Context: an optimization exercise on an open-source flow, tuned for a short achievable clock period and few clock cycles. The choices shown serve that exercise and are no tape-out recipe.
Function was checked by simulation only, so behaviour that the tests miss may differ from the original.
Power and IR drop assume default switching activity.

## design/flow/design.v

```verilog
module zmips_mux232(
    input [31:0] a, b,
    input sel,
    output [31:0] y
    );
assign y = (sel == 0) ? a : b;
endmodule: zmips_mux232
module zmips_mux432(
    input [31:0] a, b, c, d,
    input [1:0] sel,
    output reg [31:0] y
    );
always_comb begin
    case (sel)
    2'b00: begin
        y = a;
    end
    2'b01: begin
        y = b;
    end
    2'b10: begin
        y = c;
    end
    2'b11: begin
        y = d;
    end
    endcase
end
endmodule: zmips_mux432
module zmips_n_adder #(
    parameter W = 32
  ) (
    input [W-1:0] a, b,
    output [W-1:0] sum
  );
assign sum = a + b;
endmodule: zmips_n_adder
module zmips_barrel_shift(
    input [31:0] a,
    input [4:0] shift,
    input [1:0] op,
    output reg [31:0] y,
    output reg cout
    );
always_comb begin
    case (op)
    2'b01: {cout, y} = a << shift;
    2'b10: {y, cout} = {a, 1'b0} >>> shift;
    2'b11: {y, cout} = {a, 1'b0} >> shift;
    default: {y, cout} = {a, 1'b0};
    endcase
end
endmodule: zmips_barrel_shift
module zmips_alu(
    input [31:0] a, b,
    input [3:0] op,
    input [4:0] shamt,
    input cin,
    output [31:0] y,
    output zero, cout
    );
localparam A_ADD = 6'h0;  
localparam A_SUB = 6'h1;
localparam A_AND = 6'h2;
localparam A_OR  = 6'h4;
localparam A_EOR = 6'h6;
localparam A_NOP = 6'h8;  
localparam A_SLL = 6'ha;
localparam A_SRA = 6'hc;
localparam A_SRL = 6'he;
logic [31:0] b_in;            
logic [31:0] add_rslt;        
logic [31:0] and_rslt;        
logic [31:0] or_rslt;         
logic [31:0] eor_rslt;        
logic [31:0] g0_y;            
logic [31:0] g1_y;            
logic [1:0] i_op;             
logic i_group;                
logic i_cout;
logic g0_cout, g1_cout;       
assign i_op = op[2:1];
assign i_group = op[3];
assign zero = ~|y;
assign b_in = b ^ {32{op[0]}};
assign {i_cout, add_rslt} = a + b_in + {31'b0, cin};     
assign and_rslt = a & b_in;
assign or_rslt = a | b_in;
assign eor_rslt = a ^ b_in;
zmips_mux432 ALU_I_MUX(
        .a(add_rslt),
        .b(and_rslt),
        .c(or_rslt),
        .d(eor_rslt),
        .sel(i_op),
        .y(g0_y)
    );
assign g0_cout = (i_op == 2'b00) ? i_cout : 1'b0;   
zmips_barrel_shift ALU_I_BS(.a(a), .shift(shamt), .op(i_op), .y(g1_y), .cout(g1_cout));
zmips_mux232 ALU_IO_MUX(.a(g0_y), .b(g1_y), .sel(i_group), .y(y));
assign cout = i_group ? g1_cout : g0_cout;
endmodule: zmips_alu
module zmips_regfile(
    input [4:0] addr_0, addr_1, wr_addr,
    input [31:0] wr_data, pc_val,
    input pc_wr, wr, clk,
    output [31:0] data_0, data_1
    );
logic [31:0] regfile [0:29];
logic [31:0] pc_reg;
logic [1:0] regsel_0, regsel_1;
assign regsel_0 = {&addr_0[4:1], addr_0[0]};
assign regsel_1 = {&addr_1[4:1], addr_1[0]};
logic [31:0] rf_0, rf_1;
assign rf_0 = (wr && wr_addr == addr_0) ? wr_data : regfile[addr_0];
assign rf_1 = (wr && wr_addr == addr_1) ? wr_data : regfile[addr_1];
zmips_mux432 MUX_D0(
    .a(rf_0),
    .b(rf_0),
    .c(pc_reg),
    .d(pc_val),
    .sel(regsel_0),
    .y(data_0)
);
zmips_mux432 MUX_D1(
    .a(rf_1),
    .b(rf_1),
    .c(pc_reg),
    .d(pc_val),
    .sel(regsel_1),
    .y(data_1)
);
always_ff @(posedge clk) begin
    if (wr && ((&wr_addr[4:1]) == 1'b0)) begin
        regfile[wr_addr] <= wr_data;
    end
end
always_ff @(posedge clk) begin
    if (pc_wr) begin
        pc_reg <= pc_val;
    end
end
endmodule: zmips_regfile
module zmips(
    input [31:0] i_data,
    output [31:0] i_addr, d_addr, d_data_o,
    input [31:0] d_data_i,
    input clk, rst,  
    output d_wr, d_rd
    );
localparam K = 8;    
logic [31:0] pc;
logic        d_valid;
logic [31:0] d_ir;
logic [31:0] d_pc4;
logic        d_fdone;       
logic        d_pred;        
logic        e_valid;
logic [31:0] e_a, e_b;
logic        e_fa, e_fb;    
logic        e_fbl;         
logic        e_shop;        
logic [5:0]  e_funct;
logic [4:0]  e_shamt;
logic        e_cinc;        
logic        e_wr, e_ld, e_st;
logic [4:0]  e_rd;
logic        e_wz, e_wc, e_wn, e_force;
logic        e_li;
logic        e_br, e_pred, e_bset;
logic [1:0]  e_cc;
logic [31:0] e_target, e_pc4;
logic        m_wr, m_ld, m_st, m_rd_v;
logic [4:0]  m_rd;
logic [31:0] m_res, m_data;
logic        flag_z, flag_c, flag_n;
logic [31:0] rf [0:29];
logic [31:0] r30;
assign i_addr = pc;
logic [31:0] pc4;
assign pc4 = pc + 32'd4;
logic f_jpl, f_br, f_bpred, f_jmp30, f_small, f_redirect;
assign f_jpl   = i_data[31:30] == 2'b11;
assign f_br    = i_data[31:30] == 2'b10;
assign f_bpred = f_br & ((i_data[27:26] == 2'b11) | i_data[25]);
assign f_jmp30 = (i_data[31:30] == 2'b00) & (&i_data[5:0]) & (i_data[25:21] == 5'd30);
assign f_small = (&i_data[25:K-1]) | ~(|i_data[25:K-1]);
logic [K:0]     f_lo;
logic [29-K:0]  f_hi, pc4_hi_p1, pc4_hi_m1;
assign f_lo      = {1'b0, pc4[K+1:2]} + {1'b0, i_data[K-1:0]};
assign pc4_hi_p1 = pc4[31:K+2] + 1'b1;
assign pc4_hi_m1 = pc4[31:K+2] - 1'b1;
always_comb begin
    case ({i_data[K-1], f_lo[K]})
    2'b01:   f_hi = pc4_hi_p1;
    2'b10:   f_hi = pc4_hi_m1;
    default: f_hi = pc4[31:K+2];
    endcase
end
logic d_is_jpl;
logic [31:0] f_target;
logic f_take_br, f_take_jmp;
assign f_take_br  = f_bpred & f_small;
assign f_take_jmp = f_jmp30 & ~(d_valid & d_is_jpl);
assign f_redirect = f_jpl | f_take_br | f_take_jmp;
always_comb begin
    if (f_jpl)          f_target = {i_data[29:0], 2'b00};
    else if (f_take_br) f_target = {f_hi, f_lo[K-1:0], pc4[1:0]};
    else                f_target = r30;
end
logic [4:0] d_rs, d_rt, d_rdf;
assign d_rs = d_ir[25:21];
assign d_rt = d_ir[20:16];
assign d_rdf = d_ir[15:11];
logic d_rfmt, d_li, d_brf, d_jmp;
assign d_rfmt   = d_ir[31:30] == 2'b00;
assign d_li     = d_ir[31:30] == 2'b01;
assign d_brf    = d_ir[31:30] == 2'b10;
assign d_is_jpl = d_ir[31:30] == 2'b11;
assign d_jmp    = d_rfmt & (&d_ir[5:0]);
logic d_b3, d_b2, d_b1, d_b0;
assign {d_b3, d_b2, d_b1, d_b0} = d_ir[29:26];
logic d_wen, d_ld, d_st;
logic [4:0] d_wrd;
assign d_ld  = d_rfmt & d_b3 & d_b2;
assign d_st  = d_rfmt & d_b3 & ~d_b2;
assign d_wrd = d_li ? 5'd0 : d_rdf;
assign d_wen  = d_li ? d_ir[28] : (d_rfmt & d_b2 & ~(&d_rdf[4:1]));
logic d_usea, d_useb;
assign d_usea = d_rfmt;
assign d_useb = d_rfmt & ~d_b0 & ~d_jmp;    
logic [31:0] wb_val;
logic [31:0] d_rsv, d_rtv, d_av, d_bv;
assign wb_val = m_ld ? d_data_i : m_res;
always_comb begin
    if (d_rs == 5'd31)      d_rsv = d_pc4;
    else if (d_rs == 5'd30) d_rsv = r30;
    else if (m_wr && m_rd == d_rs) d_rsv = wb_val;
    else                    d_rsv = rf[d_rs];
end
always_comb begin
    if (d_rt == 5'd31)      d_rtv = d_pc4;
    else if (d_rt == 5'd30) d_rtv = r30;
    else if (m_wr && m_rd == d_rt) d_rtv = wb_val;
    else                    d_rtv = rf[d_rt];
end
assign d_av = d_li ? {{6{d_ir[25]}}, d_ir[25:0]} : d_rsv;
assign d_bv = d_rtv;
logic e_hit_rs, e_hit_rt;
assign e_hit_rs = e_valid & e_wr & (e_rd == d_rs);
assign e_hit_rt = e_valid & e_wr & (e_rd == d_rt);
logic stall;
assign stall = d_valid & (
        (e_ld & ((d_usea & e_hit_rs) | (d_useb & e_hit_rt))) |
        (d_jmp & ~d_fdone & e_hit_rs & ~e_li));
logic [31:0] d_target;
assign d_target = d_pc4 + {d_ir[25] ? 4'hf : 4'h0, d_ir[25:0], 2'b00};
logic [31:0] d_jval;
assign d_jval = (e_hit_rs & e_li) ? e_a : d_rsv;
logic e_redirect;
logic [31:0] e_rtarget;
logic d_redirect;
assign d_redirect = d_valid & ~d_fdone & ((d_brf & d_pred) | d_jmp) & ~stall;
always_ff @(posedge clk) begin
    if (rst)              pc <= 32'b0;
    else if (e_redirect)  pc <= e_rtarget;
    else if (stall)       pc <= pc;
    else if (d_redirect)  pc <= d_brf ? d_target : d_jval;
    else if (f_redirect)  pc <= f_target;
    else                  pc <= pc4;
end
always_ff @(posedge clk) begin
    if (rst || e_redirect || (d_redirect && !stall)) begin
        d_valid <= 1'b0;
    end else if (!stall) begin
        d_valid <= 1'b1;
    end
    if (!stall) begin
        d_ir    <= i_data;
        d_pc4   <= pc4;
        d_fdone <= f_redirect;
        d_pred  <= f_bpred;
    end
end
always_ff @(posedge clk) begin
    if (d_valid && d_is_jpl && !e_redirect && !rst)
        r30 <= d_pc4;
end
always_ff @(posedge clk) begin
    if (rst || e_redirect || stall || !d_valid) begin
        e_valid <= 1'b0;
    end else begin
        e_valid <= 1'b1;
    end
    e_a      <= d_av;
    e_b      <= d_bv;
    e_fa     <= e_hit_rs & ~e_ld & d_rfmt;
    e_fb     <= e_hit_rt & ~e_ld;
    e_fbl    <= e_hit_rt & e_ld;
    e_shop   <= d_li | d_b0;
    e_funct  <= d_li ? 6'b0 : d_ir[5:0];
    e_shamt  <= d_ir[10:6];
    e_cinc   <= d_b2;
    e_wr     <= d_wen;
    e_ld     <= d_ld;
    e_st     <= d_st;
    e_rd     <= d_wrd;
    e_wz     <= d_rfmt & ~d_jmp & (d_b1 | d_ir[2]);
    e_wc     <= d_rfmt & ~d_jmp & (d_b1 | d_ir[1]);
    e_wn     <= d_rfmt & ~d_jmp & (d_b1 | d_ir[0]);
    e_force  <= d_b1;
    e_li     <= d_li;
    e_br     <= d_brf;
    e_pred   <= d_pred;
    e_bset   <= d_ir[29];
    e_cc     <= d_ir[27:26];
    e_target <= d_target;
    e_pc4    <= d_pc4;
end
logic [31:0] ea, eb, ebi;
assign ea  = e_fa ? m_res : e_a;
assign eb  = e_fb ? m_res : e_b;
assign ebi = eb ^ {32{e_funct[3]}};
logic ecin;
assign ecin = ~e_cinc | flag_c;
logic [32:0] e_sum;
assign e_sum = {1'b0, ea} + {1'b0, ebi} + {32'b0, ecin};
logic [31:0] e_g0;
always_comb begin
    case (e_funct[5:4])
    2'b00: e_g0 = e_sum[31:0];
    2'b01: e_g0 = ea & ebi;
    2'b10: e_g0 = ea | ebi;
    default: e_g0 = ea ^ ebi;
    endcase
end
logic [31:0] e_g1;
logic e_g1c;
always_comb begin
    case (e_funct[5:4])
    2'b00:   {e_g1c, e_g1} = {1'b0, ea};
    2'b01:   {e_g1c, e_g1} = {1'b0, ea} << e_shamt;
    default: {e_g1, e_g1c} = {ea, 1'b0} >> e_shamt;
    endcase
end
logic [31:0] e_y;
logic e_co;
assign e_y  = e_shop ? e_g1 : e_g0;
assign e_co = e_shop ? e_g1c : ((e_funct[5:4] == 2'b00) & e_sum[32]);
always_ff @(posedge clk) begin
    if (rst) begin
        flag_z <= 1'b0;
        flag_c <= 1'b0;
        flag_n <= 1'b0;
    end else if (e_valid) begin
        if (e_wz) flag_z <= e_force ? e_funct[2] : ~|e_y;
        if (e_wc) flag_c <= e_force ? e_funct[1] : e_co;
        if (e_wn) flag_n <= e_force ? e_funct[0] : e_y[31];
    end
end
logic e_flag, e_taken;
always_comb begin
    case (e_cc)
    2'b00: e_flag = flag_z;
    2'b01: e_flag = flag_c;
    default: e_flag = flag_n;
    endcase
end
assign e_taken    = (e_cc == 2'b11) | (e_flag == e_bset);
assign e_redirect = e_valid & e_br & (e_taken ^ e_pred);
assign e_rtarget  = e_taken ? e_target : e_pc4;
always_ff @(posedge clk) begin
    m_res  <= e_y;
    m_data <= e_fbl ? d_data_i : eb;
    m_rd   <= e_rd;
    if (rst || !e_valid) begin
        m_wr <= 1'b0;
        m_ld <= 1'b0;
        m_st <= 1'b0;
    end else begin
        m_wr <= e_wr;
        m_ld <= e_ld;
        m_st <= e_st;
    end
end
assign d_addr   = m_res;
assign d_data_o = m_data;
assign d_wr     = m_st;
assign d_rd     = m_ld;
always_ff @(posedge clk) begin
    if (m_wr) rf[m_rd] <= wb_val;
end
endmodule
```

## design/flow/run.sh

```bash
#!/bin/bash
# synth_recipe.tcl (not shown) runs the flow's synth.tcl, then flattens the netlist and writes it again
# the make line also repeats each setting of config.mk as NAME=value (left out here)
make -C /OpenROAD-flow-scripts/flow DESIGN_CONFIG=/design/flow/config.mk WORK_HOME=/design/flow/orfs CLKGATE_MAP_FILE= SYNTH_SCRIPT=/design/flow/synth_recipe.tcl finish
```

## design/flow/config.mk

```make
export PLATFORM = sky130hd
export DESIGN_NAME = zmips
export DESIGN_NICKNAME = zmips
export VERILOG_FILES = /design/flow/design.v
export SDC_FILE = /design/flow/constraint.sdc
export NUM_CORES = 4
export LEC_CHECK = 0
export CAP_MARGIN = 20
export CORE_MARGIN = 2
export CORE_UTILIZATION = 40
export SLEW_MARGIN = 20
```

## design/flow/constraint.sdc

```tcl
create_clock -name core_clock -period 9.0 [get_ports {clk}]
set_input_delay 1.8000 -clock core_clock [delete_from_list [all_inputs] [get_ports {clk}]]
set_output_delay 1.8000 -clock core_clock [all_outputs]
set_load 0.01 [all_outputs]
```

==> flow_metrics.tcl, run 1 <==
set metrics [dict create \
    finalSetupViolCount 0 \
    routed_via_density 6.50 \
    start_util_pct 40.3 \
    syn_to_final_growth_pct 12.7 \
    drive_gt1_share_pct 23.3 \
    yosys-mux-area-fraction_pct 27.3 \
    crit_chain "clkdlybuf4s50_1 -> ha_1 -> inv_1 -> fa_1 -> nor2b_1 -> o21ai_0 -> nand2b_1 -> nand3_1 -> nand2_1 -> a21o_1 -> a21oi_1 -> ha_1 -> buf_4 -> ha_1 -> inv_1 -> a311oi_1 -> o21ai_0 -> a221oi_1 -> a211oi_1 -> o41ai_1 -> a211oi_1 -> xnor2_1 -> a22oi_1 -> a21oi_1" \
    maxCapViolCount 0 \
    worst_slew_pin_slew_ns 1.28 \
    port_buffers 163 \
    cp.required_ns 9.63 \
    startpoint_type "input port" \
    drtAntennaViolNets 0 \
    hold_violations 0 \
    layout_commonest_cell "edfxtp_1" \
    drc 0 \
    period_minus_slack_ns 6.73 \
    yosysWarnings 1 \
    largest_reg_flops 960 \
    avgSynthCellArea_sq_um 13.9 \
    grt_pass1_vias 48793 \
    path_delay_family "compound AO/OA/AOI/OAI gates" \
    path_buf_inv 4 \
    clk_latency_ns 0.79 \
    multi_input_area_sq_um 33600 \
    ys_seq_elements 1336 \
    path_common_cell "ha_1" \
    firstDrtPassIters 7 \
    crit_type "input port to flip-flop" \
    synth_top_family_by_area "multiplexers" \
    overflow 0 \
    crit-reg2reg-launch "pc[2]" \
    final_area_sq_um 82300 \
    io_pins 164 \
    place_congestion 0.967 \
    htreeDepth 4 \
    instances_no_fill 7782 \
    track_usage_pct 28.1 \
    cts_resized 0 \
    vias 50564 \
    core-area_sq_um 181000 \
    hp-class "flip-flop to flip-flop" \
    yosys_most_used_dff "edfxtp_1" \
    ir_drop_mv 0.216 \
    grt_pass1_wl_um 372000 \
    synth_edf_count 1058 \
    path_max_fanout 33 \
    synth_area_sq_um 73000 \
    relSlewSlack_pct 11.9 \
    antenna_found_initial 7 \
    synth_nets 5423 \
    syn_inst 5243 \
    fill_cells 15939 \
    power_density_nw_per_um2 205 \
    worst_path_largest_cell_delay_ns 0.70 \
    grt_max_degree 123 \
    clock_skew_ns 0.0352 \
    yosysSeqAreaShare_pct 51.1 \
    dp.cells 7510 \
    routed_wl_um 266000 \
    fmax_mhz 149 \
    die_w_um 431 \
    first_iter_violations 6840 \
    end_kind "flip-flop" \
    root_buffer "clkbuf_16" \
    power_mw 16.8 \
    synthDistinctLibCells 93 \
    clk_path_buf_depth 3 \
    cp-startpoint "i_data[0]" \
    setup_tns_ns 0 \
    die_h_um 431 \
    worstHoldStart "d_pred" \
    pre_cts_slack_ns 1.53 \
    rsz0062_at_grt "false" \
    wl_per_cell_um 34.2 \
    async_flop_share_pct 0 \
    cts_hold_buf 0 \
    cts.sink_count 1336 \
    cts_buffers 148 \
    post_cts_buffers 0 \
    fin_ws_ns 2.27 \
    critPathArrivalTime_ns 7.37 \
    synth_xor_xnor_area_share_pct 1.90 \
    rows 156 \
    place_area_sq_um 77400 \
    hpwl_um 173000 \
    status "finished clean" \
    clk_pin_slew_ns 0.07 \
    leakage_nw 27.7 \
    layout.nets 5470 \
    cts_tree "built" \
    synth-compound-area-share_pct 8.55 \
    regArea_sq_um 37400 \
    fin_crit_sh_pct 74.8 \
    regMostFlops "rf" \
    synth-simple-area-share_pct 5.97 \
    slowest_stage "a211oi_1" \
    synth_adder_area_share_pct 2.00 \
    finalMaxSlewViolations 0 \
    layout_common_cells "1,058 x edfxtp_1, 673 x mux4_2, 372 x nand2_1" \
    dieArea_sq_um 186000 \
]
==> power breakdown <==
part	total (mW)	switching [mW]	internal, mW
Clock	6.12	2.63	3.49
Sequential	7.47	0.359	7.11
Combinational	3.25	2.01	1.24
Total	16.8	5.01	11.8
==> area by class of cell <==
class,count,area share [%]
Sequential cell,1336,45.5
Clock buffer,185,4.89
Timing Repair Buffer,298,3.32
Clock inverter,86,1.05
Inverter,173,0.789
Tap cell,2370,3.61
Multi-Input combinational cell,3333,40.9
Antenna cell,1,0.00304
==> stage by stage <==
| step | util [%] | hold slack (ns) |
|---|---|---|
| floorplan | - | 0.348 |
| global placement | 42.7 | 0.360 |
| detailed placement | 42.7 | 0.369 |
| CTS | 45.4 | 0.384 |
| global route | 45.4 | 0.386 |
| finish | 45.4 | 0.395 |
==> Yosys cell counts, drive strengths merged, types with 9 or more instances <==
cell        n  area, sq um
o21ai     279         1400
ha        110         1380
clkbuf    272         1020
a21oi     263         1320
mux4      676        15200
a221oi     34          298
dfxtp     278         5570
nor4       20          146
o21a       19          143
edfxtp   1058        31800
o221ai     23          201
or3        18          113
o211ai     47          353
nand2     373         1400
a21boi     14          105
xor2       43          377
a31oi      29          181
nor3b      11         82.6
nand4      31          206
mux2i     325         3280
a211o      10         87.6
nor2b      33          206
a2111oi     9         78.8
nand3      55          275
o22ai      17          106
o31ai      20          155
a22oi      14          105
and2       16          100
and3       25          156
xnor2     115         1010
nor2      273         1020
nor3       48          245
buf       129          639
a221o      13          130
nand2b     16          100
inv       170          638
a211oi     59          443
a21o       34          255
mux2      124         1400
==> layer usage <==
layer / share of wire (%) / GRT usage (%) / vias up
met2: 46 / 44.2 / 2910
met4: 5.5 / 13.8 / 6
met3: 9.7 / 5.82 / 583
met1: 38 / 37.1 / 26115
li1: - / - / 20950
met5: 0.015 / 0 / -
==> path summary, 6_finish.rpt <==
check	endpoint	slack, ns	cells after the start
worst max-delay path	pc[30]	2.27	24
worst min-delay path	e_pred	0.40	0
worst max register to register	pc[30]	2.66	23
worst min register to register	e_pred	0.40	0
==> worst reg2reg max path: stages (launching register included) <==
cell      delay, ns
dfxtp_1        0.54
ha_1           0.46
xor2_1         0.25
ha_1           0.29
nor2b_1        0.15
o21ai_0        0.14
nand2b_1       0.12
nand3_1        0.10
nand2_1        0.09
a21o_1         0.22
a21oi_1        0.31
ha_1           0.59
buf_4          0.46
ha_1           0.35
inv_1          0.11
a311oi_1       0.05
o21ai_0        0.27
a221oi_1       0.13
a211oi_1       0.70
o41ai_1        0.16
a211oi_1       0.30
xnor2_1        0.11
a22oi_1        0.20
a21oi_1        0.09
==> logic make-up after synthesis <==
| family | after synthesis |
|---|---|
| xor gates and xnor gates | 158 |
| AOI/OAI and AO/OA | 979 |
| muxes | 1125 |
| DFF | 1336 |
| and+or+nand+nor | 957 |
| buffers and inverters | 574 |
| adders and majority gates | 114 |
Testbench counts, summed over its fixed seeds: cycles 48,446.
==> run 2: changes to the inputs <==
--- a/design/flow/design.v
+++ b/design/flow/design.v
@@ -28,12 +28,37 @@
 end
 endmodule: zmips_mux432
 module zmips_n_adder #(
-    parameter W = 32
+    parameter W = 32,
+    parameter L = 5      
   ) (
     input [W-1:0] a, b,
-    output [W-1:0] sum
+    input cin,
+    output [W-1:0] sum,
+    output cout
   );
-assign sum = a + b;
+logic [W-1:0] p0, g0;
+logic [W-1:0] gg [0:L];
+logic [W-1:0] pp [0:L];
+assign p0 = a ^ b;
+assign g0 = a & b;
+assign gg[0] = {g0[W-1:1], g0[0] | (p0[0] & cin)};
+assign pp[0] = p0;
+genvar l, i;
+generate
+for (l = 0; l < L; l = l + 1) begin : lvl
+    for (i = 0; i < W; i = i + 1) begin : bit_
+        if (i >= (1 << l)) begin : op
+            assign gg[l+1][i] = gg[l][i] | (pp[l][i] & gg[l][i - (1 << l)]);
+            assign pp[l+1][i] = pp[l][i] & pp[l][i - (1 << l)];
+        end else begin : pass
+            assign gg[l+1][i] = gg[l][i];
+            assign pp[l+1][i] = pp[l][i];
+        end
+    end
+end
+endgenerate
+assign sum  = p0 ^ {gg[L][W-2:0], cin};
+assign cout = gg[L][W-1];
 endmodule: zmips_n_adder
 module zmips_barrel_shift(
     input [31:0] a,
@@ -156,10 +181,10 @@
 logic        d_fdone;       
 logic        d_pred;        
 logic        e_valid;
-logic [31:0] e_a, e_b;
-logic        e_fa, e_fb;    
+logic [31:0] e_a, e_b, e_bx;   
 logic        e_fbl;         
-logic        e_shop;        
+logic        e_s_add, e_s_and, e_s_or, e_s_xor, e_s_sh;  
+logic        e_shl, e_shr;  
 logic [5:0]  e_funct;
 logic [4:0]  e_shamt;
 logic        e_cinc;        
@@ -185,27 +210,19 @@
 assign f_bpred = f_br & ((i_data[27:26] == 2'b11) | i_data[25]);
 assign f_jmp30 = (i_data[31:30] == 2'b00) & (&i_data[5:0]) & (i_data[25:21] == 5'd30);
 assign f_small = (&i_data[25:K-1]) | ~(|i_data[25:K-1]);
-logic [K:0]     f_lo;
-logic [29-K:0]  f_hi, pc4_hi_p1, pc4_hi_m1;
-assign f_lo      = {1'b0, pc4[K+1:2]} + {1'b0, i_data[K-1:0]};
-assign pc4_hi_p1 = pc4[31:K+2] + 1'b1;
-assign pc4_hi_m1 = pc4[31:K+2] - 1'b1;
-always_comb begin
-    case ({i_data[K-1], f_lo[K]})
-    2'b01:   f_hi = pc4_hi_p1;
-    2'b10:   f_hi = pc4_hi_m1;
-    default: f_hi = pc4[31:K+2];
-    endcase
-end
+logic [K:0] f_lo;
+logic f_same_hi;
+zmips_n_adder #(.W(K), .L(3)) ADDF(.a(pc4[K+1:2]), .b(i_data[K-1:0]), .cin(1'b0), .sum(f_lo[K-1:0]), .cout(f_lo[K]));
+assign f_same_hi = f_lo[K] == i_data[K-1];
 logic d_is_jpl;
 logic [31:0] f_target;
 logic f_take_br, f_take_jmp;
-assign f_take_br  = f_bpred & f_small;
+assign f_take_br  = f_bpred & f_small & f_same_hi;
 assign f_take_jmp = f_jmp30 & ~(d_valid & d_is_jpl);
 assign f_redirect = f_jpl | f_take_br | f_take_jmp;
 always_comb begin
     if (f_jpl)          f_target = {i_data[29:0], 2'b00};
-    else if (f_take_br) f_target = {f_hi, f_lo[K-1:0], pc4[1:0]};
+    else if (f_take_br) f_target = {pc4[31:K+2], f_lo[K-1:0], pc4[1:0]};
     else                f_target = r30;
 end
 logic [4:0] d_rs, d_rt, d_rdf;
@@ -261,13 +278,19 @@
 logic [31:0] e_rtarget;
 logic d_redirect;
 assign d_redirect = d_valid & ~d_fdone & ((d_brf & d_pred) | d_jmp) & ~stall;
+logic [31:0] pc_slow;
+logic f_go;
+always_comb begin
+    if (e_redirect)       pc_slow = e_rtarget;
+    else if (stall)       pc_slow = pc;
+    else if (d_redirect)  pc_slow = d_brf ? d_target : d_jval;
+    else                  pc_slow = pc4;
+end
+assign f_go = f_redirect & ~(e_redirect | stall | d_redirect);
 always_ff @(posedge clk) begin
-    if (rst)              pc <= 32'b0;
-    else if (e_redirect)  pc <= e_rtarget;
-    else if (stall)       pc <= pc;
-    else if (d_redirect)  pc <= d_brf ? d_target : d_jval;
-    else if (f_redirect)  pc <= f_target;
-    else                  pc <= pc4;
+    if (rst)        pc <= 32'b0;
+    else if (f_go)  pc <= f_target;
+    else            pc <= pc_slow;
 end
 always_ff @(posedge clk) begin
     if (rst || e_redirect || (d_redirect && !stall)) begin
@@ -292,12 +315,17 @@
     end else begin
         e_valid <= 1'b1;
     end
-    e_a      <= d_av;
-    e_b      <= d_bv;
-    e_fa     <= e_hit_rs & ~e_ld & d_rfmt;
-    e_fb     <= e_hit_rt & ~e_ld;
+    e_a      <= (e_hit_rs & ~e_ld & d_rfmt) ? e_y : d_av;
+    e_b      <= (e_hit_rt & ~e_ld) ? e_y : d_bv;
+    e_bx     <= ((e_hit_rt & ~e_ld) ? e_y : d_bv) ^ {32{d_ir[3]}};
     e_fbl    <= e_hit_rt & e_ld;
-    e_shop   <= d_li | d_b0;
+    e_s_add  <= ~d_li & ~d_b0 & (d_ir[5:4] == 2'b00);
+    e_s_and  <= ~d_li & ~d_b0 & (d_ir[5:4] == 2'b01);
+    e_s_or   <= ~d_li & ~d_b0 & (d_ir[5:4] == 2'b10);
+    e_s_xor  <= ~d_li & ~d_b0 & (d_ir[5:4] == 2'b11);
+    e_s_sh   <= d_li | d_b0;
+    e_shl    <= ~d_li & (d_ir[5:4] == 2'b01);
+    e_shr    <= ~d_li & d_ir[5];
     e_funct  <= d_li ? 6'b0 : d_ir[5:0];
     e_shamt  <= d_ir[10:6];
     e_cinc   <= d_b2;
@@ -317,43 +345,42 @@
     e_target <= d_target;
     e_pc4    <= d_pc4;
 end
-logic [31:0] ea, eb, ebi;
-assign ea  = e_fa ? m_res : e_a;
-assign eb  = e_fb ? m_res : e_b;
-assign ebi = eb ^ {32{e_funct[3]}};
 logic ecin;
 assign ecin = ~e_cinc | flag_c;
-logic [32:0] e_sum;
-assign e_sum = {1'b0, ea} + {1'b0, ebi} + {32'b0, ecin};
-logic [31:0] e_g0;
-always_comb begin
-    case (e_funct[5:4])
-    2'b00: e_g0 = e_sum[31:0];
-    2'b01: e_g0 = ea & ebi;
-    2'b10: e_g0 = ea | ebi;
-    default: e_g0 = ea ^ ebi;
-    endcase
-end
+logic [31:0] e_sum;
+logic e_sum_c;
+zmips_n_adder #(.W(32)) ADD0(.a(e_a), .b(e_bx), .cin(ecin), .sum(e_sum), .cout(e_sum_c));
+logic [31:0] e_and, e_or, e_xor;
+assign e_and = e_a & e_bx;
+assign e_or  = e_a | e_bx;
+assign e_xor = e_a ^ e_bx;
+logic e_sum_z;
+assign e_sum_z = &(~(e_xor ^ {e_or[30:0], ecin}));
+logic [32:0] e_shl_v, e_shr_v;
+assign e_shl_v = {1'b0, e_a} << e_shamt;
+assign e_shr_v = {e_a, 1'b0} >> e_shamt;
 logic [31:0] e_g1;
 logic e_g1c;
 always_comb begin
-    case (e_funct[5:4])
-    2'b00:   {e_g1c, e_g1} = {1'b0, ea};
-    2'b01:   {e_g1c, e_g1} = {1'b0, ea} << e_shamt;
-    default: {e_g1, e_g1c} = {ea, 1'b0} >> e_shamt;
-    endcase
+    if (e_shl)      {e_g1c, e_g1} = e_shl_v;
+    else if (e_shr) {e_g1, e_g1c} = e_shr_v;
+    else            {e_g1c, e_g1} = {1'b0, e_a};
 end
 logic [31:0] e_y;
-logic e_co;
-assign e_y  = e_shop ? e_g1 : e_g0;
-assign e_co = e_shop ? e_g1c : ((e_funct[5:4] == 2'b00) & e_sum[32]);
+logic e_co, e_zero;
+assign e_y = ({32{e_s_add}} & e_sum) | ({32{e_s_and}} & e_and) |
+             ({32{e_s_or}}  & e_or)  | ({32{e_s_xor}} & e_xor) |
+             ({32{e_s_sh}}  & e_g1);
+assign e_co = (e_s_add & e_sum_c) | (e_s_sh & e_g1c);
+assign e_zero = (e_s_add & e_sum_z) | (e_s_and & ~|e_and) | (e_s_or & ~|e_or) |
+                (e_s_xor & ~|e_xor) | (e_s_sh & ~|e_g1);
 always_ff @(posedge clk) begin
     if (rst) begin
         flag_z <= 1'b0;
         flag_c <= 1'b0;
         flag_n <= 1'b0;
     end else if (e_valid) begin
-        if (e_wz) flag_z <= e_force ? e_funct[2] : ~|e_y;
+        if (e_wz) flag_z <= e_force ? e_funct[2] : e_zero;
         if (e_wc) flag_c <= e_force ? e_funct[1] : e_co;
         if (e_wn) flag_n <= e_force ? e_funct[0] : e_y[31];
     end
@@ -371,7 +398,7 @@
 assign e_rtarget  = e_taken ? e_target : e_pc4;
 always_ff @(posedge clk) begin
     m_res  <= e_y;
-    m_data <= e_fbl ? d_data_i : eb;
+    m_data <= e_fbl ? d_data_i : e_b;
     m_rd   <= e_rd;
     if (rst || !e_valid) begin
         m_wr <= 1'b0;
--- a/design/flow/config.mk
+++ b/design/flow/config.mk
@@ -5,7 +5,9 @@
 export SDC_FILE = /design/flow/constraint.sdc
 export NUM_CORES = 4
 export LEC_CHECK = 0
+export ABC_CLOCK_PERIOD_IN_PS = 3000
 export CAP_MARGIN = 20
 export CORE_MARGIN = 2
 export CORE_UTILIZATION = 40
+export SETUP_SLACK_MARGIN = 5
 export SLEW_MARGIN = 20
==> flow_metrics.tcl, run 2 <==
set metrics [dict create \
    status "finished clean" \
    firstDrtPassIters 8 \
    hold_ws_ns 0.407 \
    synth_area_sq_um 70900 \
    ys_top_cells_by_count "1,058 x edfxtp_1, 619 x mux4_2, 311 x dfxtp_1, 307 x nand2_1, 248 x nor2_1" \
    async_flop_share_pct 0 \
    syn_to_final_growth_pct 15.2 \
    path_max_fanout 42 \
    leakage_nw 27.9 \
    port_buffers 163 \
    die_h_um 425 \
    ys_top_cells_by_area "edfxtp_1 45%, mux4_2 20%, dfxtp_1 8.8%" \
    period_minus_slack_ns 4.10 \
    layout_commonest_cell "edfxtp_1" \
    yosys_most_used_dff "edfxtp_1" \
    dp.cells 7205 \
    reg2reg_depth 8 \
    regMostFlops "rf" \
    path_buf_inv 1 \
    slowest_stage "o211ai_1" \
    startpoint_type "flip-flop" \
    fin_crit_sh_pct 45.5 \
    clk_path_buf_depth 3 \
    drtAntennaViolNets 0 \
    grt_max_degree 92 \
    crit_type "flip-flop to flip-flop" \
    place_congestion 1.02 \
    hpwl_um 181000 \
    hold_depth 0 \
    hp-class "flip-flop to flip-flop" \
    start_util_pct 40.3 \
    vias 50313 \
    fmax_mhz 244 \
    syn_inst 4935 \
    yosysMostFrequentCell "edfxtp_1" \
    synthDistinctLibCells 94 \
    track_usage_pct 31.1 \
    cts_hold_buf 0 \
    htreeDepth 4 \
    rsz0062_at_grt "true" \
    grt_pass1_wl_um 393000 \
    drive_gt1_share_pct 26.6 \
    wl_per_cell_um 37.7 \
    ff2ff_setup_slack_ns 4.90 \
    cts_tree "built" \
    hold_violations 0 \
    yosysSeqAreaShare_pct 53.6 \
    synth_edf_count 1058 \
    dieArea_sq_um 181000 \
    synth_nets 5107 \
    path_delay_family "multiplexers" \
    finalSetupViolCount 0 \
    worst_path_largest_cell_delay_ns 0.73 \
    worst_slew_pin_slew_ns 1.17 \
    cts_buffers 152 \
    rows 154 \
    clock_skew_ns 0.0774 \
    ir_drop_mv 0.141 \
    relSlewSlack_pct 22.3 \
    grt_pass1_vias 48877 \
    io_pins 164 \
    routed_wl_um 284000 \
    finalMaxSlewViolations 0 \
    critPathArrivalTime_ns 4.77 \
    antenna_found_initial 9 \
    cp.required_ns 9.67 \
    clk_latency_ns 0.82 \
    first_iter_violations 7423 \
    power_density_nw_per_um2 211 \
    core-area_sq_um 176000 \
    clk_pin_slew_ns 0.06 \
    yosysTopAreaCell "edfxtp_1" \
    setup_tns_ns 0 \
    layout.nets 5234 \
    routed_via_density 6.68 \
    ys_seq_elements 1369 \
    yosysWarnings 7 \
    end_kind "flip-flop" \
    crit_chain "buf_16 -> mux4_2 -> mux4_2 -> mux2i_1 -> o21ai_0 -> o211ai_1 -> o21ai_1 -> xor2_1" \
    instances_no_fill 7537 \
    cts.sink_count 1369 \
    avgSynthCellArea_sq_um 14.4 \
    die_w_um 425 \
    layout_common_cells "1,058 x edfxtp_1, 619 x mux4_2, 304 x nand2_1" \
    crit_cells 8 \
    drc 0 \
    root_buffer "clkbuf_16" \
    overflow 0 \
    path_common_cell "mux4_2" \
    maxCapViolCount 0 \
    synth_top_cell_area_share_pct 44.8 \
    largest_reg_flops 960 \
]
## run 2: changes by cell type after synthesis, moves of 48 or more
cell and change:
clkbuf_1 -53, mux2i_1 -141, mux4_2 -54, nand2_1 -66
o21ai_0 -119, xnor2_1 -48, xor2_1 +55
## run 2: final cells by class
class                   instances  area (sq um)
well taps                    2340          2930
multi-input cells            3042         31700
flip-flops and latches       1369         38100
inverters                     142           542
repair inverters                1          5.00
fillers                     15383         94400
clock buffers                 197          4110
diodes                          8          20.0
clock inverters                84           825
repair buffers                354          3590
## run 2: cell families after synthesis
| group | count (synthesis) | share of synthesized area, % |
|---|---|---|
| flip-flops | 1369 | 53.6 |
| multiplexers | 974 | 25.0 |
| AO/OA/AOI/OAI | 902 | 8.45 |
| AND/OR/NAND/NOR | 891 | 5.82 |
| buffers and inverters | 528 | 3.22 |
| XOR/XNOR | 165 | 2.04 |
| adder cells (fa/ha/maj) | 106 | 1.91 |
## run 2: path summary, 6_finish.rpt
path / start / endpoint
worst min register to register: e_rd[3] / m_rd[3]
worst max register to register: flip-flop / e_bx[0]
worst max-delay path: flip-flop / e_bx[0]
worst min-delay path: e_rd[3] / m_rd[3]
## run 2: layer usage
layer / part of all wire (%) / vias to the layer above / track usage [%]
met5: 0.0028 / - / 0
met4: 8.0 / 2 / 20.1
met3: 9.8 / 872 / 6.83
met2: 46 / 3375 / 48.6
met1: 36 / 26018 / 39.2
li1: - / 20046 / -
## run 2: stage by stage
step           util (%)  power (mW)  cell area (sq um)  worst slack (ns)
2_1_floorplan         -        9.43              71100              4.99
3_3_place_gp       42.8        10.9              75400              3.25
3_5_place_dp       42.8        10.9              75400              3.19
4_1_cts            46.1        17.1              81200              5.00
5_1_grt            46.4        17.7              81700              4.88
6_report           46.4        17.2              81700              4.90
## run 2: repair_timing
action | in CTS | in global routing
gates resized for setup | 110 | 61
setup buffers | 15 | 17
gates cloned | 8 | 1
pin swaps | 5 | 12
setup endpoints to repair | 136 | 65
## run 2: power by group
group | total (mW) | internal [mW] | switching [mW] | leakage, nW
combinational | 3.44 | 1.22 | 2.22 | 13.2
sequential | 7.59 | 7.30 | 0.291 | 12.3
clock | 6.18 | 3.49 | 2.70 | 2.40
total | 17.2 | 12.0 | 5.21 | 27.9
Testbench counts of run 2, summed over its fixed seeds: cycles 48,500.
==> run 3: changes to the inputs <==
==> design/flow/config.mk (replaced) <==
export PLATFORM = sky130hd
export DESIGN_NAME = zmips
export DESIGN_NICKNAME = zmips
export VERILOG_FILES = /design/flow/design.v
export SDC_FILE = /design/flow/constraint.sdc
export NUM_CORES = 4
export LEC_CHECK = 0
export CAP_MARGIN = 20
export CORE_MARGIN = 2
export CORE_UTILIZATION = 40
export SLEW_MARGIN = 20
==> flow_metrics.tcl, run 3 <==
set metrics [dict create \
    crit_type "flip-flop to flip-flop" \
    combPwrFrac_pct 18.8 \
    power_mw 17.4 \
    cts_buffers 151 \
    yosysWarnings 7 \
    io_pins 164 \
    drive_gt1_share_pct 23.9 \
    p_sw_mw 5.11 \
    vias 49399 \
    regArea_sq_um 38000 \
    instances_no_fill 7490 \
    pwr-share-clk_pct 37.4 \
    routed_via_density 6.60 \
    regMostFlops "rf" \
    critPathArrivalTime_ns 5.64 \
    synth_edf_count 1058 \
    drc 0 \
    ir_drop_mv 0.160 \
    ys_seq_elements 1369 \
    multi_input_area_sq_um 31000 \
    dp.cells 7200 \
    largest_reg_flops 960 \
    rows 154 \
    start_util_pct 40.3 \
    fill_cells 15544 \
    grt_pass1_vias 48404 \
    track_usage_pct 30.6 \
    hp-class "flip-flop to flip-flop" \
    crit_chain "buf_4 -> mux4_2 -> mux2i_1 -> o21ai_1 -> nand2_1 -> nand4_1 -> a221oi_1 -> buf_4 -> o21ai_1 -> xor2_1" \
    cts_hold_buf 0 \
    clk_path_buf_depth 3 \
    die_h_um 425 \
    layout_commonest_cell "edfxtp_1" \
    fin_ws_ns 3.95 \
    dieArea_sq_um 181000 \
    avgSynthCellArea_sq_um 14.4 \
    die_w_um 425 \
    overflow 0 \
    clk_latency_ns 0.80 \
    end_kind "flip-flop" \
    hpwl_um 182000 \
    final_core_util_pct 45.7 \
    grt_max_degree 100 \
    syn_to_final_growth_pct 13.5 \
    root_buffer "clkbuf_16" \
    grt_pass1_wl_um 387000 \
    swShare_pct 29.4 \
    yosysSeqAreaShare_pct 53.6 \
    wl_per_cell_um 37.3 \
    ys_top_cells_by_count "1,058 x edfxtp_1, 619 x mux4_2, 311 x dfxtp_1, 307 x nand2_1, 248 x nor2_1" \
    clock_skew_ns 0.0431 \
    async_flop_share_pct 0 \
    post_cts_buffers 0 \
    path_max_fanout 62 \
    htreeDepth 4 \
    pwr-share-seq_pct 43.7 \
    antenna_found_initial 12 \
    cp.required_ns 9.59 \
    synth_nets 5107 \
    hold_violations 0 \
    finalMaxSlewViolations 0 \
    core-area_sq_um 176000 \
    slowest_stage "dfxtp_4" \
    layout_common_cells "1,058 x edfxtp_1, 619 x mux4_2, 307 x nand2_1" \
    period_minus_slack_ns 5.05 \
    syn_inst 4935 \
    intPower_mw 12.3 \
    drtAntennaViolNets 0 \
    synth_area_sq_um 70900 \
    pre_cts_slack_ns 3.44 \
    power_density_nw_per_um2 216 \
    startpoint_type "flip-flop" \
    relSlewSlack_pct 18.9 \
    yosysTopAreaCell "edfxtp_1" \
    synth_top_cell_area_share_pct 44.8 \
    port_buffers 163 \
    rsz0062_at_grt "false" \
    synthDistinctLibCells 94 \
    ys_top_cells_by_area "edfxtp_1 45%, mux4_2 20%, dfxtp_1 8.8%" \
    status "finished clean" \
    yosys_most_used_dff "edfxtp_1" \
    cts_tree "built" \
    setup_tns_ns 0 \
    firstDrtPassIters 6 \
    cts.sink_count 1369 \
    cts_resized 0 \
    finalSetupViolCount 0 \
    layout.nets 5186 \
    place_congestion 1.02 \
    first_iter_violations 6780 \
    yosysMostFrequentCell "edfxtp_1" \
    fmax_mhz 198 \
    worst_path_largest_cell_delay_ns 0.95 \
    fin_crit_sh_pct 56.1 \
    clk_pin_slew_ns 0.06 \
    routed_wl_um 279000 \
    worst_slew_pin_slew_ns 1.18 \
    leakage_nw 27.6 \
    maxCapViolCount 0 \
]
run 3: cell counts after synthesis:
No cell type changed its count.
run 3: routing by layer:
layer  track usage, %  wire [um]  vias up
li1                 -          -    19924
met1             38.5     102000    25570
met2             48.0     129000     3131
met3             6.17      26200      774
met4             20.4      22200        0
met5                0          0        -
run 3: kinds of logic (layout without fill, tap and decap cells):
kind of cell | Yosys count | in the layout | synth area share [%]
buffers and inverters | 528 | 734 | 3.22
DFF | 1369 | 1369 | 53.6
other | 0 | 9 | 0
AOI/OAI and AO/OA | 902 | 902 | 8.45
adders and majority gates | 106 | 106 | 1.91
muxes | 974 | 974 | 25.0
and+or+nand+nor | 891 | 891 | 5.82
xor gates and xnor gates | 165 | 165 | 2.04
run 3: area by class of cell:
type	instances	share of cell area, %
Sequential cell	1369	47.2
Multi-Input combinational cell	3038	38.4
Clock buffer	204	5.17
Tap cell	2340	3.64
Timing Repair Buffer	312	3.51
Clock inverter	76	1.33
Inverter	142	0.662
Antenna cell	9	0.0280
run 3: power by group through the flow:
stage	logic, mW	registers, mW	clock network [mW]
global placement	3.17	7.72	0
global route	3.40	7.61	6.79
CTS	3.18	7.59	6.57
finish	3.27	7.60	6.50
floorplan	1.86	7.56	0
detailed placement	3.16	7.72	0
run 3: path summary, 6_finish.rpt:
path,from,to,slack [ns],cells after the start
worst max register to register,e_shamt[1],e_bx[16],3.95,10
worst max-delay path,e_shamt[1],e_bx[16],3.95,10
worst min register to register,e_rd[2],m_rd[2],0.40,0
worst min-delay path,e_rd[2],m_rd[2],0.40,0
run 3: critical path, delay by kind of cell, from the launching register on:
kind | cells | cell delay, ns
AOI/OAI and AO/OA | 3 | 1.32
xor gates and xnor gates | 1 | 0.27
buffers and inverters | 2 | 0.97
DFF | 1 | 0.95
muxes | 2 | 0.83
and+or+nand+nor | 2 | 0.45
run 3: stage by stage:
| step | cell area, sq um | hold slack (ns) |
|---|---|---|
| finish | 80500 | 0.401 |
| CTS | 80500 | 0.399 |
| global route | 80500 | 0.415 |
| detailed placement | 75300 | 0.387 |
| floorplan | 70900 | 0.348 |
| global placement | 75300 | 0.387 |
==> run 4: changes to the inputs <==
--- a/design/flow/design.v
+++ b/design/flow/design.v
@@ -183,10 +183,10 @@
 logic        e_valid;
 logic [31:0] e_a, e_b, e_bx;   
 logic        e_fbl;         
-logic        e_s_add, e_s_and, e_s_or, e_s_xor, e_s_sh;  
-logic        e_shl, e_shr;  
+logic        e_s_add, e_s_and, e_s_or, e_s_xor, e_s_shl, e_s_shr;  
+logic [3:0]  e_l1, e_l2, e_r1, e_r2;    
+logic [1:0]  e_l3, e_r3;
 logic [5:0]  e_funct;
-logic [4:0]  e_shamt;
 logic        e_cinc;        
 logic        e_wr, e_ld, e_st;
 logic [4:0]  e_rd;
@@ -309,6 +309,16 @@
     if (d_valid && d_is_jpl && !e_redirect && !rst)
         r30 <= d_pc4;
 end
+logic d_shl, d_shz;
+logic [4:0] d_sha;
+logic [3:0] d_oh1, d_oh2;
+logic [1:0] d_oh3;
+assign d_shl = ~d_li & d_b0 & (d_ir[5:4] == 2'b01);
+assign d_shz = d_li | (d_ir[5:4] == 2'b00);
+assign d_sha = d_shz ? 5'd0 : d_ir[10:6];
+assign d_oh1 = 4'b0001 << d_sha[1:0];
+assign d_oh2 = 4'b0001 << d_sha[3:2];
+assign d_oh3 = 2'b01 << d_sha[4];
 always_ff @(posedge clk) begin
     if (rst || e_redirect || stall || !d_valid) begin
         e_valid <= 1'b0;
@@ -323,11 +333,15 @@
     e_s_and  <= ~d_li & ~d_b0 & (d_ir[5:4] == 2'b01);
     e_s_or   <= ~d_li & ~d_b0 & (d_ir[5:4] == 2'b10);
     e_s_xor  <= ~d_li & ~d_b0 & (d_ir[5:4] == 2'b11);
-    e_s_sh   <= d_li | d_b0;
-    e_shl    <= ~d_li & (d_ir[5:4] == 2'b01);
-    e_shr    <= ~d_li & d_ir[5];
+    e_s_shl  <= d_shl;
+    e_s_shr  <= (d_li | d_b0) & ~d_shl;
+    e_l1     <= d_shl ? d_oh1 : 4'b0;
+    e_l2     <= d_shl ? d_oh2 : 4'b0;
+    e_l3     <= d_shl ? d_oh3 : 2'b0;
+    e_r1     <= d_shl ? 4'b0 : d_oh1;
+    e_r2     <= d_shl ? 4'b0 : d_oh2;
+    e_r3     <= d_shl ? 2'b0 : d_oh3;
     e_funct  <= d_li ? 6'b0 : d_ir[5:0];
-    e_shamt  <= d_ir[10:6];
     e_cinc   <= d_b2;
     e_wr     <= d_wen;
     e_ld     <= d_ld;
@@ -356,24 +370,30 @@
 assign e_xor = e_a ^ e_bx;
 logic e_sum_z;
 assign e_sum_z = &(~(e_xor ^ {e_or[30:0], ecin}));
-logic [32:0] e_shl_v, e_shr_v;
-assign e_shl_v = {1'b0, e_a} << e_shamt;
-assign e_shr_v = {e_a, 1'b0} >> e_shamt;
-logic [31:0] e_g1;
-logic e_g1c;
+logic [32:0] e_lv0, e_lv1, e_lv2, e_lv3, e_rv0, e_rv1, e_rv2, e_rv3;
+assign e_lv0 = {1'b0, e_a};
+assign e_rv0 = {e_a, 1'b0};
 always_comb begin
-    if (e_shl)      {e_g1c, e_g1} = e_shl_v;
-    else if (e_shr) {e_g1, e_g1c} = e_shr_v;
-    else            {e_g1c, e_g1} = {1'b0, e_a};
+    e_lv1 = ({33{e_l1[0]}} & e_lv0)        | ({33{e_l1[1]}} & (e_lv0 << 1)) |
+            ({33{e_l1[2]}} & (e_lv0 << 2)) | ({33{e_l1[3]}} & (e_lv0 << 3));
+    e_lv2 = ({33{e_l2[0]}} & e_lv1)        | ({33{e_l2[1]}} & (e_lv1 << 4)) |
+            ({33{e_l2[2]}} & (e_lv1 << 8)) | ({33{e_l2[3]}} & (e_lv1 << 12));
+    e_lv3 = ({33{e_l3[0]}} & e_lv2)        | ({33{e_l3[1]}} & (e_lv2 << 16));
+    e_rv1 = ({33{e_r1[0]}} & e_rv0)        | ({33{e_r1[1]}} & (e_rv0 >> 1)) |
+            ({33{e_r1[2]}} & (e_rv0 >> 2)) | ({33{e_r1[3]}} & (e_rv0 >> 3));
+    e_rv2 = ({33{e_r2[0]}} & e_rv1)        | ({33{e_r2[1]}} & (e_rv1 >> 4)) |
+            ({33{e_r2[2]}} & (e_rv1 >> 8)) | ({33{e_r2[3]}} & (e_rv1 >> 12));
+    e_rv3 = ({33{e_r3[0]}} & e_rv2)        | ({33{e_r3[1]}} & (e_rv2 >> 16));
 end
 logic [31:0] e_y;
 logic e_co, e_zero;
 assign e_y = ({32{e_s_add}} & e_sum) | ({32{e_s_and}} & e_and) |
              ({32{e_s_or}}  & e_or)  | ({32{e_s_xor}} & e_xor) |
-             ({32{e_s_sh}}  & e_g1);
-assign e_co = (e_s_add & e_sum_c) | (e_s_sh & e_g1c);
+             ({32{e_s_shl}} & e_lv3[31:0]) | ({32{e_s_shr}} & e_rv3[32:1]);
+assign e_co = (e_s_add & e_sum_c) | (e_s_shl & e_lv3[32]) | (e_s_shr & e_rv3[0]);
 assign e_zero = (e_s_add & e_sum_z) | (e_s_and & ~|e_and) | (e_s_or & ~|e_or) |
-                (e_s_xor & ~|e_xor) | (e_s_sh & ~|e_g1);
+                (e_s_xor & ~|e_xor) | (e_s_shl & ~|e_lv3[31:0]) |
+                (e_s_shr & ~|e_rv3[32:1]);
 always_ff @(posedge clk) begin
     if (rst) begin
         flag_z <= 1'b0;
--- a/design/flow/config.mk
+++ b/design/flow/config.mk
@@ -5,7 +5,9 @@
 export SDC_FILE = /design/flow/constraint.sdc
 export NUM_CORES = 4
 export LEC_CHECK = 0
+export ABC_CLOCK_PERIOD_IN_PS = 3000
 export CAP_MARGIN = 20
 export CORE_MARGIN = 2
 export CORE_UTILIZATION = 40
+export SETUP_SLACK_MARGIN = 5
 export SLEW_MARGIN = 20
==> flow_metrics.tcl, run 4 <==
set metrics [dict create \
    rsz0062_at_grt "true" \
    period_minus_slack_ns 4.04 \
    leakage_nw 28.2 \
    drc 0 \
    ys_top_cells_by_area "edfxtp_1 45%, mux4_2 18%, dfxtp_1 9.1%" \
    htreeDepth 4 \
    die_w_um 426 \
    fin_ws_ns 4.96 \
    yosysWarnings 7 \
    rows 154 \
    yosysMostFrequentCell "edfxtp_1" \
    hold_depth 0 \
    syn_inst 5052 \
    synth_edf_count 1058 \
    start_util_pct 40.3 \
    yosysTopAreaCell "edfxtp_1" \
    cts_tree "built" \
    ys_seq_elements 1383 \
    root_buffer "clkbuf_16" \
    relSlewSlack_pct 17.3 \
    grt_util_met3_pct 7.23 \
    largest_reg_flops 960 \
    reg2reg_depth 11 \
    place_congestion 1.02 \
    clk_pin_slew_ns 0.06 \
    layout_common_cells "1,058 x edfxtp_1, 565 x mux4_2, 353 x nand2_1" \
    pre_cts_slack_ns 2.94 \
    cts_buffers 151 \
    hold_ws_ns 0.409 \
    async_flop_share_pct 0 \
    startpoint_type "flip-flop" \
    clk_path_buf_depth 3 \
    layout.nets 5327 \
    finalSetupViolCount 0 \
    hpwl_um 182000 \
    ys_top_cells_by_count "1,058 x edfxtp_1, 565 x mux4_2, 354 x nand2_1, 325 x dfxtp_1, 259 x clkbuf_1" \
    fin_crit_sh_pct 44.9 \
    track_usage_pct 30.8 \
    firstDrtPassIters 9 \
    avgSynthCellArea_sq_um 14.1 \
    cp.required_ns 9.65 \
    clk_latency_ns 0.81 \
    die_h_um 426 \
    hold_violations 0 \
    met1_usage_pct 38.9 \
    ir_drop_mv 0.165 \
    routed_wl_um 284000 \
    synth_area_sq_um 71300 \
    met2_usage_pct 47.4 \
    vias 50668 \
    synth_top_cell_area_share_pct 44.6 \
    layout_commonest_cell "edfxtp_1" \
    fill_cells 15420 \
    core-area_sq_um 177000 \
    worst_slew_pin_slew_ns 1.23 \
    end_kind "flip-flop" \
    status "finished clean" \
    grt_pass1_wl_um 392000 \
    setup_tns_ns 0 \
    crit_type "flip-flop to flip-flop" \
    yosysSeqAreaShare_pct 53.7 \
    final_core_util_pct 46.3 \
    path_max_fanout 31 \
    yosys_most_used_dff "edfxtp_1" \
    overflow 0 \
    hp-class "flip-flop to flip-flop" \
    synthDistinctLibCells 98 \
    routed_via_density 6.65 \
    power_density_nw_per_um2 211 \
    finalMaxSlewViolations 0 \
    drtAntennaViolNets 0 \
    cts.sink_count 1383 \
    dieArea_sq_um 182000 \
    port_buffers 163 \
    grt_pass1_vias 49424 \
    wl_per_cell_um 37.2 \
    first_iter_violations 6950 \
    antenna_found_initial 13 \
    regMostFlops "rf" \
    synth_nets 5224 \
    grt_max_degree 70 \
    top_usage_layer "met2" \
    drive_gt1_share_pct 24.7 \
    critPathArrivalTime_ns 4.69 \
    maxCapViolCount 0 \
    io_pins 164 \
    clock_skew_ns 0.0580 \
    syn_to_final_growth_pct 14.9 \
    fmax_mhz 248 \
]
==> run 4: changes by cell type after synthesis, moves of 44 or more <==
cell     change
a21oi_1     -66
nor2_1      -44
mux4_2      -54
a22oi_1    +173
a22o_1      +47
nand2_1     +47
==> run 4: layout make-up <==
| class | instances | area, sq um | share of cell area [%] |
|---|---|---|---|
| inverter | 126 | 477 | 0.582 |
| timing repair buffer | 368 | 3730 | 4.56 |
| sequential | 1383 | 38300 | 46.8 |
| timing repair inverter | 1 | 5.00 | 0.00611 |
| clock buffer | 199 | 4170 | 5.09 |
| tap | 2340 | 2930 | 3.58 |
| clock inverter | 74 | 791 | 0.966 |
| multi-input combinational | 3124 | 31400 | 38.4 |
| antenna | 8 | 20.0 | 0.0244 |
==> run 4: stage by stage <==
| step | instances | power (mW) | area, sq um |
|---|---|---|---|
| after floorplan | 5052 | 9.44 | 71400 |
| after global placement | 7288 | 10.9 | 75500 |
| after detailed placement | 7288 | 10.9 | 75500 |
| after CTS | 7603 | 17.2 | 81500 |
| after global routing | 7616 | 17.7 | 81900 |
| final | 7623 | 17.3 | 81900 |
==> run 4: kinds of logic (layout without fill, tap and decap cells) <==
| family | count (synthesis) | in the layout | share of synthesized area (%) |
|---|---|---|---|
| compound gates | 1043 | 1044 | 10.4 |
| mux | 863 | 863 | 22.3 |
| xor+xnor | 164 | 164 | 2.01 |
| fa+ha+maj | 106 | 106 | 1.90 |
| simple gates | 947 | 947 | 6.33 |
| buf+inv | 546 | 768 | 3.41 |
| other cells | 0 | 8 | 0 |
| flops | 1383 | 1383 | 53.7 |
==> run 4: where the power goes <==
| group | internal (mW) | switching [mW] | leakage [nW] |
|---|---|---|---|
| Combinational | 1.15 | 2.17 | 13.3 |
| Sequential | 7.37 | 0.299 | 12.5 |
| Clock | 3.60 | 2.70 | 2.41 |
==> run 4: metal layers <==
metal / part of all wire (%) / up-vias
met5: 0.0095 / -
met4: 8.0 / 4
met3: 9.7 / 818
met2: 45 / 3175
met1: 37 / 26222
li1: - / 20449
==> run 4: final timing paths <==
| path | startpoint | endpoint | slack (ns) |
|---|---|---|---|
| worst min register to register | e_rd[3] | m_rd[3] | 0.41 |
| worst max register to register | flip-flop | pc[16] | 4.96 |
| worst min-delay path | e_rd[3] | m_rd[3] | 0.41 |
| worst max-delay path | flip-flop | pc[16] | 4.96 |
==> run 4: worst max-delay path, cell delays in order (launching register included) <==
cell	delay, ns
dfxtp_4	0.48
buf_4	0.19
buf_4	0.13
bufbuf_16	0.40
mux4_2	0.54
mux4_2	0.48
a211oi_2	0.50
o22ai_1	0.34
nand2_1	0.14
o21ai_1	0.21
a221oi_2	0.33
a211oi_1	0.11
==> run 4: repair_timing <==
action                                  in CTS  in global routing
setup buffers                               34                 11
gates cloned                                 8                  0
resized for setup                          101                 53
hold buffers                                 0                  0
pin swaps                                    6                 10
endpoints found under the setup margin     135                 48
Testbench counts of run 4, summed over its fixed seeds: cycles 48,500.

==> static timing again, ports no longer ideal <==
The flow's constraints put no driver on any port. The routed layouts listed below were extracted and timed again, unchanged, in two steps.
Step 1, drivers: a clkbuf_16 drives clk and a buf_2 each remaining input, both assumed.
Step 2 adds t to the input delays and takes it off the output delays; t is the mean of the earliest and latest rising clock arrival at the registers after step 1. Input paths then give back, and output paths get back, about the clock's delay inside the block.
Slacks: ideal ports / drivers / drivers and shift; pairs: ideal ports / drivers.
run	shift t [ns]	setup WS [ns]	hold slack, ns	worst register clock-pin slew, ns
run 1	0.858	2.268 / 2.327 / 1.469	0.395 / 0.395 / 0.395	0.07 / 0.07
run 2	0.863	4.901 / 4.901 / 4.159	0.407 / 0.407 / 0.407	0.07 / 0.07
run 3	0.870	3.954 / 3.954 / 3.195	0.401 / 0.401 / 0.401	0.07 / 0.07
run 4	0.866	4.960 / 4.960 / 4.126	0.409 / 0.409 / 0.409	0.07 / 0.07
After both steps setup and hold are still met in every run listed. For run 4, which loses most, drivers alone change the setup slack by 0.000 ns; drivers and shift together by -0.834 ns.
